What follows belongs to an exercise in optimizing a design on an open flow for a short achievable clock period and few clock cycles; a production flow would make more cautious choices.
RTL that was checked went through simulation tests only; none was proved equivalent to the original.
The clock port is modelled as an ideal driver, which makes a skipped or thinned clock tree look cheaper than it is; a real chip needs a root buffer or a tree.
Power is estimated from default activity; no workload was simulated.

==> flow/design.v (excerpt) <==
module TopLevel(
  input        CLK,
  input        reset,
  input        start,
  output       halt,
  output [7:0] mem_addr,
  output       mem_re,
  output       mem_we,
  output [7:0] mem_wdata,
  input  [7:0] mem_rdata
);
Settings: LEC_CHECK=0, ABC_CLOCK_PERIOD_IN_PS=2000, CAP_MARGIN=40, CORE_MARGIN=2, CORE_UTILIZATION=25, SETUP_SLACK_MARGIN=5, SLEW_MARGIN=40, SYNTH_MEMORY_MAX_BITS=16384; clock period 10.0 ns.
standard.sh (not shown) runs the stock make flow with config.mk's settings and CLKGATE_MAP_FILE= SYNTH_SCRIPT=/design/flow/synth_recipe.tcl, a recipe that flattens the netlist after the stock synthesis.
==> flow/flow/run.sh <==
#!/bin/bash
# Standard ORFS layout (the standard.sh) with three changes to how it is
# made; the clock period and I/O constraints are unchanged:
#  - timing repair aims at a 7.6 ns setup margin instead of stopping at the
#    10 ns constraint, and may resize cells across footprints;
#  - port buffers are sky130_fd_sc_hd__buf_4;
#  - at the end of the CTS step, flow/cts_tree.tcl replaces the clock tree
#    with a balanced one-level tree: the clock port feeds 4 clkbuf_16, each
#    driving a quarter of the flip-flops.
# make's output goes to make_finish.log; each ORFS step keeps its own log
# under orfs/logs.
set -euo pipefail
export MAN_CTS_NBUF=4 MAN_CTS_NLEAF=0
bash standard.sh \
  SETUP_SLACK_MARGIN=7.6 \
  MATCH_CELL_FOOTPRINT=0 \
  "BUFFER_PORTS_ARGS=-buffer_cell sky130_fd_sc_hd__buf_4" \
  POST_CTS_TCL=$PWD/flow/cts_tree.tcl \
  finish > make_finish.log 2>&1
Other scripts of this flow, unchanged in this note and not shown: flow/flow/cts_tree.tcl
The first run ran to the end with no violations.
Testbench counts at the start, summed over its fixed seeds: cycles 5,056.
Next try:
--- a/flow/flow/run.sh
+++ b/flow/flow/run.sh
@@ -4 +4 @@
-#  - timing repair aims at a 7.6 ns setup margin instead of stopping at the
+#  - timing repair aims at a 7.3 ns setup margin instead of stopping at the
@@ -15 +15 @@
-  SETUP_SLACK_MARGIN=7.6 \
+  SETUP_SLACK_MARGIN=7.3 \
ABC_CLOCK_PERIOD_IN_PS = 1000   (was 2000)
After rerunning: Setup slack degrades by 39 ps; utilization decreases by 3.8 points; design area decreases by 11%.
Next try:
--- a/flow/flow/run.sh
+++ b/flow/flow/run.sh
@@ -15 +15 @@
-  SETUP_SLACK_MARGIN=7.3 \
+  SETUP_SLACK_MARGIN=7.6 \
ABC_CLOCK_PERIOD_IN_PS = 2000   (was 1000)
What happened: The changed run completed without violations. Wire length went up by 8.8%. Setup slack improves by 39 ps. Total power goes up by 16%. Final area grows by 13%.
Next try:
--- a/flow/flow/run.sh
+++ b/flow/flow/run.sh
@@ -15 +15 @@
-  SETUP_SLACK_MARGIN=7.6 \
+  SETUP_SLACK_MARGIN=7.3 \
What happened: The new run completed with no timing, DRC or antenna violations; worst hold slack gains 12 ps; wire length decreases by about 8%; via count decreases by about 5%; maximum frequency is lower by 1.5%; sequential power barely changes.
The clock cells of the second and fourth runs of this note come from the design's own scripts or RTL, not from TritonCTS.

* * *

run 1:
TopLevel, a different RTL version from the one above (not shown whole).
For scale: about 710 cells after synthesis, about 100 flip-flops, about 0.0067 mm2 of cells after synthesis.
Design TopLevel, start of the top module:
module TopLevel(
  input        CLK,
  input        reset,
  input        start,
  output       halt,
  output [7:0] mem_addr,
  output       mem_re,
  output       mem_we,
  output [7:0] mem_wdata,
  input  [7:0] mem_rdata
);
  localparam logic [2:0] K_RLO = 3'd0, K_RHI = 3'd1, K_WLO = 3'd2, K_WHI = 3'd3,
                         K_RPAT = 3'd4, K_RSTR = 3'd5, K_NONE = 3'd6, K_WP3 = 3'd7;
  function automatic logic [15:0] encode(input logic [10:0] d);
    logic p1, p2, p4, p8, p16;
    p8  = ^d[10:4];
    p4  = (^d[10:7]) ^ (^d[3:1]);
    p2  = d[10]^d[9]^d[6]^d[5]^d[3]^d[2]^d[0];
    p1  = d[10]^d[8]^d[6]^d[4]^d[3]^d[1]^d[0];
    p16 = ^d ^ p8 ^ p4 ^ p2 ^ p1;
    encode = {d[10:4], p8, d[3:1], p4, d[0], p2, p1, p16};
  endfunction
  function automatic logic [15:0] decode(input logic [15:0] c);
    logic [3:0]  s;
    logic        par, dbl;
    logic [15:0] e;
    logic [10:0] d;
    s = '0;
    for (int k = 1; k < 16; k++)
      if (c[k]) s = s ^ 4'(k);
  ...
clock: 10.0 ns
lec_check: 0
abc_clock_period_in_ps: 2000
cap_margin: 40
core_margin: 2
core_utilization: 55
place_density: 0.7
setup_slack_margin: 5
slew_margin: 40
synth_memory_max_bits: 16384
==> flow/flow/run.sh <==
#!/bin/bash
# Standard ORFS layout (the standard.sh) with three changes to how it is
# made; the clock period and I/O constraints are unchanged:
#  - timing repair aims at a 7.3 ns setup margin instead of stopping at the
#    10 ns constraint, and may resize cells across footprints;
#  - port buffers are sky130_fd_sc_hd__buf_4;
#  - at the end of the CTS step, flow/cts_tree.tcl replaces the clock tree
#    with a balanced one-level tree: the clock port feeds 4 clkbuf_16, each
#    driving a quarter of the flip-flops.
# make's output goes to make_finish.log; each ORFS step keeps its own log
# under orfs/logs.
set -euo pipefail
export MAN_CTS_NBUF=4 MAN_CTS_NLEAF=0
bash standard.sh \
  SETUP_SLACK_MARGIN=7.3 \
  MATCH_CELL_FOOTPRINT=0 \
  "BUFFER_PORTS_ARGS=-buffer_cell sky130_fd_sc_hd__buf_4" \
  POST_CTS_TCL=$PWD/flow/cts_tree.tcl \
  finish > make_finish.log 2>&1
Other scripts of this flow, unchanged in this note and not shown: flow/flow/cts_tree.tcl
Testbench counts of run 1, summed over its fixed seeds: cycles 5,056.
--- input diff run 1..run 2 ---
- CORE_UTILIZATION changed from 55 to 35
- PLACE_DENSITY removed (was 0.7)
--- outcome ---
Run 2 vs run 1: placeable core region up. Run 2 vs. run 1: routability-driven placement congestion ratio +0.99%, detail-routed via count per cell -0.70. Going from run 1 to run 2, setup slack grows by 0.050 ns. Diff run 1 and run 2: area of all placed cells without fillers lower in run 1. The lower minimum period implied by the final worst setup slack came out of run 2.
[inputs] run 3 vs run 2
- CORE_UTILIZATION changed from 35 to 25
## What came out
Between run 2 and run 3, the flow reports via count increasing slightly. Relative to run 2, the final cell area reported for run 3 is higher. Routed wire in run 3 totals more than in run 2. In the flow results for run 3 and run 2, the power is larger on run 2. Looking only at timing-limited maximum frequency, and setting everything else aside, the lower value of run 3 and run 2 goes to run 3. Worst setup skew after layout improves in run 3 relative to run 2. The final reports for run 3 and run 2 show first-pass GRT wire length higher in the former. Run 3: number of tap cells inserted is about 43% higher than what run 2 reported.
The clock cells of run 2 and run 3 come from the design's own scripts or RTL, not from TritonCTS.

* * *

Another version of the RTL of TopLevel (not shown whole).
For scale: roughly 740 cells after synthesis, roughly 130 flip-flops, roughly 0.0074 sq mm of cells after synthesis.
clock: 10.0 ns
lec_check: 0
abc_clock_period_in_ps: 2000
cap_margin: 40
core_margin: 2
core_utilization: 25
setup_slack_margin: 5
slew_margin: 40
synth_memory_max_bits: 16384
run.sh (not shown) runs the stock make flow with config.mk's settings and CLKGATE_MAP_FILE= SYNTH_SCRIPT=/design/flow/synth_recipe.tcl, a recipe that flattens the netlist after the stock synthesis.
Stock flow here: none of the scripts above is used.
The starting point finished clean.
Rerun with:
==> flow/flow/run.sh (new file) <==
#!/bin/bash
# Standard ORFS layout, with timing repair aimed well below the 10 ns
# constraint (the clock period and I/O constraints are unchanged) and port
# buffers that are plain buffers. Each tool's output goes to its own log.
set -euo pipefail
bash standard.sh \
  SETUP_SLACK_MARGIN=7.3 \
  MATCH_CELL_FOOTPRINT=0 \
  "BUFFER_PORTS_ARGS=-buffer_cell sky130_fd_sc_hd__buf_4" \
  finish > make_finish.log 2>&1
==> flow/standard.sh (new file) <==
#!/bin/bash
# synth_recipe.tcl (not shown) runs the flow's synth.tcl, then flattens the netlist and writes it again
# the make line also repeats each setting of config.mk as NAME=value (left out here)
make -C /OpenROAD-flow-scripts/flow DESIGN_CONFIG=/design/flow/config.mk WORK_HOME=/design/flow/orfs CLKGATE_MAP_FILE= SYNTH_SCRIPT=/design/flow/synth_recipe.tcl "${@:-finish}"
removed: flow/run.sh
After rerunning: Worst setup slack is better by 0.74 ns. Synthesized area does not change. Cell count climbs by a few percent. Clock-buffer cell count climbs by 1. Die area stays the same.
No run of this note included a check of the RTL's function; only the layout flow was run.

* * *

Another version of the RTL of TopLevel (not shown whole).
Size in the first run: about 610 cells after synthesis, roughly 90 flip-flops, about 30 I/O pins.
## TopLevel
module TopLevel(
  input        CLK,
  input        reset,
  input        start,
  output       halt,
  output [7:0] mem_addr,
  output       mem_re,
  output       mem_we,
  output [7:0] mem_wdata,
  input  [7:0] mem_rdata
);
  localparam logic [2:0] K_RLO = 3'd0, K_RHI = 3'd1, K_WLO = 3'd2, K_WHI = 3'd3,
                         K_RPAT = 3'd4, K_RSTR = 3'd5, K_NONE = 3'd6, K_WP3 = 3'd7;
  function automatic logic [15:0] encode(input logic [10:0] d);
    logic p1, p2, p4, p8, p16;
    p8  = ^d[10:4];
    p4  = (^d[10:7]) ^ (^d[3:1]);
    p2  = d[10]^d[9]^d[6]^d[5]^d[3]^d[2]^d[0];
    p1  = d[10]^d[8]^d[6]^d[4]^d[3]^d[1]^d[0];
    p16 = ^d ^ p8 ^ p4 ^ p2 ^ p1;
    encode = {d[10:4], p8, d[3:1], p4, d[0], p2, p1, p16};
  endfunction
  function automatic logic [15:0] decode(input logic [15:0] c);
    logic [3:0]  s;
    logic        par, dbl;
    logic [15:0] e;
    logic [10:0] d;
    s = '0;
    for (int k = 1; k < 16; k++)
      if (c[k]) s = s ^ 4'(k);
    par = ^c;
    e = par ? (16'h1 << s) : 16'h0;
    e = c ^ e;
    d = {e[15:9], e[7:5], e[3]};
    dbl = !par && (s != 4'd0);
    if (dbl) begin
      if (s == 4'd11) d = d ^ 11'h030;
      if (s == 4'd13) d = d ^ 11'h090;
      if (s == 4'd14) d = d ^ 11'h0a0;
    end
    decode = {dbl, 4'b0, d};
  endfunction
  function automatic logic [3:0] in_hits(input logic [7:0] b, input logic [4:0] pt);
    logic [3:0] h;
    for (int o = 0; o < 4; o++)
      h[o] = (b[7-o -: 5] == pt);
    in_hits = h;
  endfunction
  function automatic logic [3:0] cross_hits(input logic [7:0] a, input logic [7:0] b, input logic [4:0] pt);
    logic [15:0] w;
    logic [3:0]  h;
    w = {a, b};
    for (int o = 0; o < 4; o++)
      h[o] = (w[11-o -: 5] == pt);
    cross_hits = h;
  endfunction
  function automatic logic [2:0] cnt4(input logic [3:0] h);
    cnt4 = {2'b0, h[0]} + {2'b0, h[1]} + {2'b0, h[2]} + {2'b0, h[3]};
  endfunction
  logic       halt_r;
  logic [1:0] prog_r;           
  logic [1:0] cur_r;            
  logic       re_r, we_r;
  logic [7:0] addr_r, wdata_r;
  logic [2:0] kind_r;
  logic       last_r;           
  logic [5:0] a_step;
  wire        p3     = (cur_r == 2'd2);
  ...
==> flow/config.mk <==
export PLATFORM = sky130hd
export DESIGN_NAME = TopLevel
export DESIGN_NICKNAME = TopLevel
export VERILOG_FILES = /design/flow/design.v
export SDC_FILE = /design/flow/constraint.sdc
export NUM_CORES = 4
export LEC_CHECK = 0
export ABC_CLOCK_PERIOD_IN_PS = 2000
export CAP_MARGIN = 40
export CORE_MARGIN = 2
export CORE_UTILIZATION = 25
export SETUP_SLACK_MARGIN = 5
export SLEW_MARGIN = 40
export SYNTH_MEMORY_MAX_BITS = 16384
==> flow/constraint.sdc <==
create_clock -name core_clock -period 10.0 [get_ports {CLK}]
set_input_delay 2.0000 -clock core_clock [delete_from_list [all_inputs] [get_ports {CLK}]]
set_output_delay 2.0000 -clock core_clock [all_outputs]
set_load 0.01 [all_outputs]
standard.sh (not shown) runs the stock make flow with config.mk's settings and CLKGATE_MAP_FILE= SYNTH_SCRIPT=/design/flow/synth_recipe.tcl, a recipe that flattens the netlist after the stock synthesis.
==> flow/flow/run.sh <==
#!/bin/bash
# Standard ORFS layout (the standard.sh) with three changes to how it is
# made; the clock period and I/O constraints are unchanged:
#  - timing repair aims at a 7.6 ns setup margin instead of stopping at the
#    10 ns constraint, and may resize cells across footprints;
#  - port buffers are sky130_fd_sc_hd__buf_4;
#  - at the end of the CTS step, flow/cts_tree.tcl replaces the clock tree
#    with a balanced one-level tree (the clock port feeds 4 clkbuf_16, each
#    driving a quarter of the flip-flops), and sets each output port's
#    flip-flop and buffer to dfxtp_2 + buf_6 with the buffer next to the
#    flip-flop, kept from resizing until global routing is done
#    (flow/grt_post.tcl frees them).
# make's output goes to make_finish.log; each ORFS step keeps its own log
# under orfs/logs.
set -euo pipefail
export MAN_CTS_NBUF=4 MAN_CTS_NLEAF=0
bash standard.sh \
  SETUP_SLACK_MARGIN=7.6 \
  MATCH_CELL_FOOTPRINT=0 \
  "BUFFER_PORTS_ARGS=-buffer_cell sky130_fd_sc_hd__buf_4" \
  POST_CTS_TCL=$PWD/flow/cts_tree.tcl \
  POST_GLOBAL_ROUTE_TCL=$PWD/flow/grt_post.tcl \
  finish > make_finish.log 2>&1
==> flow/flow/cts_tree.tcl <==
# POST_CTS hook: replace the clock tree that clock_tree_synthesis built with a
# balanced two-level tree of clkbuf_16 (or, with NLEAF 0, a one-level tree of
# NBUF buffers). The flip-flops are split into NLEAF
# equal groups by location (by x, then by y, in turn), each driven by a leaf
# buffer at its centre; the leaves are split the same way among NBUF first
# level buffers, which the clock port drives. Timing is then repaired as the
# CTS step does.
set nbuf 4
set nleaf 12
if {[info exists ::env(MAN_CTS_NBUF)]} { set nbuf $::env(MAN_CTS_NBUF) }
if {[info exists ::env(MAN_CTS_NLEAF)]} { set nleaf $::env(MAN_CTS_NLEAF) }
set ::block [ord::get_db_block]
set ::db [ord::get_db]
set block $::block
set db $::db
set clk_net [[[$block findBTerm CLK] getNet] getName]
set root [$block findNet $clk_net]

# walk the tree from the port: buffers to remove, and the sink pins
set ::bufs {}
set ::sinks {}
proc walk {net} {
  global bufs sinks
  foreach it [$net getITerms] {
    if {[$it isOutputSignal]} { continue }
    set inst [$it getInst]
    set m [[$inst getMaster] getName]
    if {[string match "sky130_fd_sc_hd__clkbuf_*" $m] || [string match "sky130_fd_sc_hd__buf_*" $m] || [string match "sky130_fd_sc_hd__clkinv*" $m]} {
      lappend bufs $inst
      foreach o [$inst getITerms] {
        if {[$o isOutputSignal] && [$o getNet] ne "NULL"} {
          # an inverter may only be an unloaded dummy load
          if {[string match "sky130_fd_sc_hd__clkinv*" $m] && [llength [[$o getNet] getITerms]] > 1} {
            error "inverter in clock tree"
          }
          walk [$o getNet]
        }
      }
    } else {
      lappend sinks $it
    }
  }
}
walk $root
puts "man_cts: [llength $::bufs] clock buffers removed, [llength $::sinks] sinks"

# remove the buffers and their output nets
foreach inst $::bufs {
  foreach o [$inst getITerms] {
    if {[$o isOutputSignal] && [$o getNet] ne "NULL"} {
      set n [$o getNet]
      foreach it [$n getITerms] { $it disconnect }
      odb::dbNet_destroy $n
    }
  }
  odb::dbInst_destroy $inst
}

# split the sinks into nbuf equal groups by location
proc center {it} {
  set b [[$it getInst] getBBox]
  return [list [expr {([$b xMin] + [$b xMax]) / 2}] [expr {([$b yMin] + [$b yMax]) / 2}]]
}
set pts {}
foreach it $::sinks { lappend pts [concat [center $it] [list $it]] }
proc split_groups {pts n axis} {
  if {$n <= 1} { return [list $pts] }
  set s [lsort -integer -index $axis $pts]
  set h [expr {[llength $s] * ($n / 2) / $n}]
  set a [lrange $s 0 [expr {$h - 1}]]
  set b [lrange $s $h end]
  set na [expr {$n / 2}]
  set nb [expr {$n - $na}]
  return [concat [split_groups $a $na [expr {1 - $axis}]] [split_groups $b $nb [expr {1 - $axis}]]]
}
set groups [split_groups $pts $nbuf 0]

set ::master [$db findMaster sky130_fd_sc_hd__clkbuf_16]
proc add_buf {name cx cy in_net} {
  global block master
  set inst [odb::dbInst_create $block $master $name]
  $inst setLocation [expr {$cx - [$master getWidth] / 2}] [expr {$cy - [$master getHeight] / 2}]
  $inst setPlacementStatus PLACED
  [$inst findITerm A] connect $in_net
  set net [odb::dbNet_create $block "${name}_net"]
  $net setSigType CLOCK
  [$inst findITerm X] connect $net
  return $net
}
proc centroid {g} {
  set sx 0; set sy 0
  foreach p $g { incr sx [lindex $p 0]; incr sy [lindex $p 1] }
  return [list [expr {$sx / [llength $g]}] [expr {$sy / [llength $g]}]]
}
if {$nleaf == 0} {
  # one level: the clock port drives nbuf buffers, each driving its group
  set i 0
  foreach g [split_groups $pts $nbuf 0] {
    set c [centroid $g]
    set net [add_buf "clkbuf_man_$i" [lindex $c 0] [lindex $c 1] $root]
    foreach p $g { [lindex $p 2] connect $net }
    puts "man_cts: clkbuf_man_$i at ($c) drives [llength $g] sinks"
    incr i
  }
  set tops {}
} else {
# leaf groups of flip-flops, then the leaves split among the first level
set leaves [split_groups $pts $nleaf 0]
set lpts {}
set j 0
foreach g $leaves { lappend lpts [concat [centroid $g] [list $j]]; incr j }
set tops [split_groups $lpts $nbuf 0]
set i 0
foreach t $tops {
  set c [centroid $t]
  set tnet [add_buf "clkbuf_man_$i" [lindex $c 0] [lindex $c 1] $root]
  puts "man_cts: clkbuf_man_$i at ($c) drives [llength $t] leaf buffers"
  foreach lp $t {
    set j [lindex $lp 2]
    set g [lindex $leaves $j]
    set lnet [add_buf "clkbuf_man_${i}_$j" [lindex $lp 0] [lindex $lp 1] $tnet]
    foreach p $g { [lindex $p 2] connect $lnet }
    puts "man_cts: clkbuf_man_${i}_$j drives [llength $g] sinks"
  }
  incr i
}
}

# output port buffers: move each next to the flip-flop that drives it, so
# that the flip-flop drives a short wire and the buffer the long one to the
# pin (detailed placement below makes the placement legal again)
if {![info exists ::env(MAN_OUTBUF_MOVE)] || $::env(MAN_OUTBUF_MOVE)} {
  foreach bt [$block getBTerms] {
    if {[$bt getIoType] ne "OUTPUT"} { continue }
    set onet [$bt getNet]
    set buf ""
    foreach it [$onet getITerms] { if {[$it isOutputSignal]} { set buf [$it getInst] } }
    if {$buf eq ""} { continue }
    set ff ""
    foreach a [$buf getITerms] {
      if {![$a isInputSignal] || [$a getNet] eq "NULL"} { continue }
      foreach it [[$a getNet] getITerms] { if {[$it isOutputSignal]} { set ff [$it getInst] } }
    }
    if {$ff eq "" || ![string match "*dfxtp*" [[$ff getMaster] getName]]} { continue }
    # a light flip-flop drives the short wire fastest: fix the pair as
    # dfxtp_2 + buf_6 so that later repair does not upsize them
    if {[string match "sky130_fd_sc_hd__dfxtp_*" [[$ff getMaster] getName]]} {
      $ff swapMaster [$db findMaster sky130_fd_sc_hd__dfxtp_2]
    }
    $buf swapMaster [$db findMaster sky130_fd_sc_hd__buf_6]
    set fb [$ff getBBox]
    $buf setLocation [$fb xMax] [$fb yMin]
    $ff setDoNotTouch 1
    $buf setDoNotTouch 1
    puts "man_cts: output buffer [$buf getName] moved next to [$ff getName]"
  }
}

detailed_placement
check_placement -verbose
estimate_parasitics -placement
report_clock_min_period
report_worst_slack -max
repair_timing_helper
detailed_placement
check_placement -verbose
estimate_parasitics -placement
report_worst_slack -max
report_worst_slack -min
==> flow/flow/grt_post.tcl <==
# POST_GLOBAL_ROUTE hook: the output flip-flops and port buffers that
# flow/cts_tree.tcl fixed are free again for the rest of the flow.
foreach inst [[ord::get_db_block] getInsts] {
  if {[$inst isDoNotTouch]} { $inst setDoNotTouch 0 }
}
The first run passed the timing, design-rule and antenna checks.
Testbench counts at the start, summed over its fixed seeds: cycles 5,056.
==> next run, changes <==
==> flow/flow/run.sh (replaced) <==
#!/bin/bash
# Standard ORFS layout (the standard.sh) with three changes to how it is
# made; the clock period and I/O constraints are unchanged:
#  - timing repair aims at a 7.6 ns setup margin instead of stopping at the
#    10 ns constraint, and may resize cells across footprints;
#  - port buffers are sky130_fd_sc_hd__buf_4;
#  - at the end of the CTS step, flow/cts_tree.tcl moves each output port
#    buffer next to the flip-flop that drives it, and replaces the clock
#    tree with a balanced one-level tree: the clock port feeds 4 clkbuf_16,
#    each driving a quarter of the flip-flops.
# make's output goes to make_finish.log; each ORFS step keeps its own log
# under orfs/logs.
set -euo pipefail
export MAN_CTS_NBUF=4 MAN_CTS_NLEAF=0
bash standard.sh \
  SETUP_SLACK_MARGIN=7.6 \
  MATCH_CELL_FOOTPRINT=0 \
  "BUFFER_PORTS_ARGS=-buffer_cell sky130_fd_sc_hd__buf_4" \
  POST_CTS_TCL=$PWD/flow/cts_tree.tcl \
  finish > make_finish.log 2>&1
--- a/flow/flow/cts_tree.tcl
+++ b/flow/flow/cts_tree.tcl
@@ -17,2 +17,32 @@
 set root [$block findNet $clk_net]
+
+# output port buffers: move each next to the flip-flop that drives it, so
+# that the flip-flop drives a short wire and the buffer the long one to the
+# pin (detailed placement below makes the placement legal again)
+if {![info exists ::env(MAN_OUTBUF_MOVE)] || $::env(MAN_OUTBUF_MOVE)} {
+  foreach bt [$block getBTerms] {
+    if {[$bt getIoType] ne "OUTPUT"} { continue }
+    set onet [$bt getNet]
+    set buf ""
+    foreach it [$onet getITerms] { if {[$it isOutputSignal]} { set buf [$it getInst] } }
+    if {$buf eq ""} { continue }
+    set ff ""
+    foreach a [$buf getITerms] {
+      if {![$a isInputSignal] || [$a getNet] eq "NULL"} { continue }
+      foreach it [[$a getNet] getITerms] { if {[$it isOutputSignal]} { set ff [$it getInst] } }
+    }
+    if {$ff eq "" || ![string match "*dfxtp*" [[$ff getMaster] getName]]} { continue }
+    # a light flip-flop drives the short wire fastest: fix the pair as
+    # dfxtp_2 + buf_6 so that later repair does not upsize them
+    if {[string match "sky130_fd_sc_hd__dfxtp_*" [[$ff getMaster] getName]]} {
+      $ff swapMaster [$db findMaster sky130_fd_sc_hd__dfxtp_2]
+    }
+    $buf swapMaster [$db findMaster sky130_fd_sc_hd__buf_6]
+    set fb [$ff getBBox]
+    $buf setLocation [$fb xMax] [$fb yMin]
+    $ff setDoNotTouch 1
+    $buf setDoNotTouch 1
+    puts "man_cts: output buffer [$buf getName] moved next to [$ff getName]"
+  }
+}
 
@@ -128,32 +158,2 @@
 
-# output port buffers: move each next to the flip-flop that drives it, so
-# that the flip-flop drives a short wire and the buffer the long one to the
-# pin (detailed placement below makes the placement legal again)
-if {![info exists ::env(MAN_OUTBUF_MOVE)] || $::env(MAN_OUTBUF_MOVE)} {
-  foreach bt [$block getBTerms] {
-    if {[$bt getIoType] ne "OUTPUT"} { continue }
-    set onet [$bt getNet]
-    set buf ""
-    foreach it [$onet getITerms] { if {[$it isOutputSignal]} { set buf [$it getInst] } }
-    if {$buf eq ""} { continue }
-    set ff ""
-    foreach a [$buf getITerms] {
-      if {![$a isInputSignal] || [$a getNet] eq "NULL"} { continue }
-      foreach it [[$a getNet] getITerms] { if {[$it isOutputSignal]} { set ff [$it getInst] } }
-    }
-    if {$ff eq "" || ![string match "*dfxtp*" [[$ff getMaster] getName]]} { continue }
-    # a light flip-flop drives the short wire fastest: fix the pair as
-    # dfxtp_2 + buf_6 so that later repair does not upsize them
-    if {[string match "sky130_fd_sc_hd__dfxtp_*" [[$ff getMaster] getName]]} {
-      $ff swapMaster [$db findMaster sky130_fd_sc_hd__dfxtp_2]
-    }
-    $buf swapMaster [$db findMaster sky130_fd_sc_hd__buf_6]
-    set fb [$ff getBBox]
-    $buf setLocation [$fb xMax] [$fb yMin]
-    $ff setDoNotTouch 1
-    $buf setDoNotTouch 1
-    puts "man_cts: output buffer [$buf getName] moved next to [$ff getName]"
-  }
-}
-
 detailed_placement
removed: flow/flow/grt_post.tcl
Outcome: With this change the flow never finished: it broke off in clock tree synthesis (4_1_cts), error ODB-0370. Synthesized cell count does not change. Synthesized area does not change.
==> next run, changes <==
--- a/flow/flow/run.sh
+++ b/flow/flow/run.sh
@@ -6,6 +6,5 @@
 #  - port buffers are sky130_fd_sc_hd__buf_4;
-#  - at the end of the CTS step, flow/cts_tree.tcl moves each output port
-#    buffer next to the flip-flop that drives it, and replaces the clock
-#    tree with a balanced one-level tree: the clock port feeds 4 clkbuf_16,
-#    each driving a quarter of the flip-flops.
+#  - at the end of the CTS step, flow/cts_tree.tcl replaces the clock tree
+#    with a balanced one-level tree: the clock port feeds 4 clkbuf_16, each
+#    driving a quarter of the flip-flops.
 # make's output goes to make_finish.log; each ORFS step keeps its own log
--- a/flow/flow/cts_tree.tcl
+++ b/flow/flow/cts_tree.tcl
@@ -34,12 +34,4 @@
     if {$ff eq "" || ![string match "*dfxtp*" [[$ff getMaster] getName]]} { continue }
-    # a light flip-flop drives the short wire fastest: fix the pair as
-    # dfxtp_2 + buf_6 so that later repair does not upsize them
-    if {[string match "sky130_fd_sc_hd__dfxtp_*" [[$ff getMaster] getName]]} {
-      $ff swapMaster [$db findMaster sky130_fd_sc_hd__dfxtp_2]
-    }
-    $buf swapMaster [$db findMaster sky130_fd_sc_hd__buf_6]
     set fb [$ff getBBox]
     $buf setLocation [$fb xMax] [$fb yMin]
-    $ff setDoNotTouch 1
-    $buf setDoNotTouch 1
     puts "man_cts: output buffer [$buf getName] moved next to [$ff getName]"
This time the run produced a clean layout.
Area after synthesis is unchanged.
Synthesized cell count stays the same.
==> next run, changes <==
--- a/flow/flow/run.sh
+++ b/flow/flow/run.sh
@@ -1,3 +1,3 @@
 #!/bin/bash
-# Standard ORFS layout (the standard.sh) with three changes to how it is
+# Standard ORFS layout (the standard.sh) with four changes to how it is
 # made; the clock period and I/O constraints are unchanged:
@@ -8,3 +8,5 @@
 #    with a balanced one-level tree: the clock port feeds 4 clkbuf_16, each
-#    driving a quarter of the flip-flops.
+#    driving a quarter of the flip-flops;
+#  - flow/io_pins.tcl, run before pin placement, keeps all ports together on
+#    the middle of the left edge.
 # make's output goes to make_finish.log; each ORFS step keeps its own log
@@ -18,2 +20,3 @@
   POST_CTS_TCL=$PWD/flow/cts_tree.tcl \
+  PRE_IO_PLACEMENT_TCL=$PWD/flow/io_pins.tcl \
   finish > make_finish.log 2>&1
--- a/flow/flow/cts_tree.tcl
+++ b/flow/flow/cts_tree.tcl
@@ -17,24 +17,2 @@
 set root [$block findNet $clk_net]
-
-# output port buffers: move each next to the flip-flop that drives it, so
-# that the flip-flop drives a short wire and the buffer the long one to the
-# pin (detailed placement below makes the placement legal again)
-if {![info exists ::env(MAN_OUTBUF_MOVE)] || $::env(MAN_OUTBUF_MOVE)} {
-  foreach bt [$block getBTerms] {
-    if {[$bt getIoType] ne "OUTPUT"} { continue }
-    set onet [$bt getNet]
-    set buf ""
-    foreach it [$onet getITerms] { if {[$it isOutputSignal]} { set buf [$it getInst] } }
-    if {$buf eq ""} { continue }
-    set ff ""
-    foreach a [$buf getITerms] {
-      if {![$a isInputSignal] || [$a getNet] eq "NULL"} { continue }
-      foreach it [[$a getNet] getITerms] { if {[$it isOutputSignal]} { set ff [$it getInst] } }
-    }
-    if {$ff eq "" || ![string match "*dfxtp*" [[$ff getMaster] getName]]} { continue }
-    set fb [$ff getBBox]
-    $buf setLocation [$fb xMax] [$fb yMin]
-    puts "man_cts: output buffer [$buf getName] moved next to [$ff getName]"
-  }
-}
 
==> flow/flow/io_pins.tcl (new file) <==
# PRE_IO_PLACEMENT hook: keep all ports together on the middle of the left
# edge, so that the logic gathers next to them.
set blk [ord::get_db_block]
set u [$blk getDbUnitsPerMicron]
set h [expr {[[$blk getDieArea] yMax] / double($u)}]
set lo [expr {round($h / 2 - 35)}]
set hi [expr {round($h / 2 + 35)}]
set names {}
foreach bt [$blk getBTerms] { lappend names [$bt getName] }
set_io_pin_constraint -region left:$lo-$hi -pin_names $names
puts "io_pins: [llength $names] ports on the left edge from $lo to $hi um"
--- a/flow/config.mk
+++ b/flow/config.mk
@@ -10,3 +10,3 @@
 export CORE_MARGIN = 2
-export CORE_UTILIZATION = 25
+export CORE_UTILIZATION = 45
 export SETUP_SLACK_MARGIN = 5
=> The new run finished clean. Hold slack is about the same. Core utilization rises by 27 points. Power climbs by 4.5%.
The clock cells of the first, third and fourth runs of this note come from the design's own scripts or RTL, not from TritonCTS.

## port drivers added, routing unchanged
In the flow no input, the clock included, has a driving cell. The finished layouts below were timed again as built, in two steps. Step 1 assumes that a clkbuf_16 drives the clock port and a buf_2 every other input. Step 2 times the ports against the registers' clock, not the clock port: input delays grow and output delays shrink by t, the midpoint of the rising clock arrivals with the driver on. Slacks: ideal / step 1 / step 2; pairs: ideal / step 1.
run	t, ns	slack for setup (ns)	worst setup path after step 2	latest minus earliest clock arrival (ns)	pins driven straight from the clock port
the first run of note 1	0.257	7.362 / 7.272 / 7.159	input to register	0.025 / 0.024	4
the second run of note 1	0.251	7.323 / 7.274 / 7.138	input to register	0.028 / 0.028	4
the third run of note 1	0.257	7.362 / 7.272 / 7.159	input to register	0.025 / 0.024	4
the fourth run of note 1	0.251	7.323 / 7.274 / 7.138	input to register	0.028 / 0.028	4
run 1	0.256	7.280 / 7.240 / 7.179	input to register	0.016 / 0.016	4
run 2	0.258	7.330 / 7.241 / 7.208	input to register	0.020 / 0.021	4
run 3	0.254	7.317 / 7.233 / 7.218	input to register	0.017 / 0.018	4
the first run of note 3	0.458	5.706 / 5.715 / 5.257	input to register	0.007 / 0.007	1
the second run of note 3	0.456	6.448 / 6.448 / 6.448	register to register	0.018 / 0.017	1
the first run of note 4	0.245	7.390 / 7.299 / 7.218	input to register	0.010 / 0.010	4
the third run of note 4	0.246	7.368 / 7.278 / 7.189	input to register	0.010 / 0.010	4
the fourth run of note 4	0.243	7.330 / 7.246 / 7.152	input to register	0.022 / 0.021	4
After both steps every run listed still meets setup and hold. For the first run of note 3, which loses most, drivers alone change the setup slack by +0.009 ns; drivers and shift together by -0.449 ns.
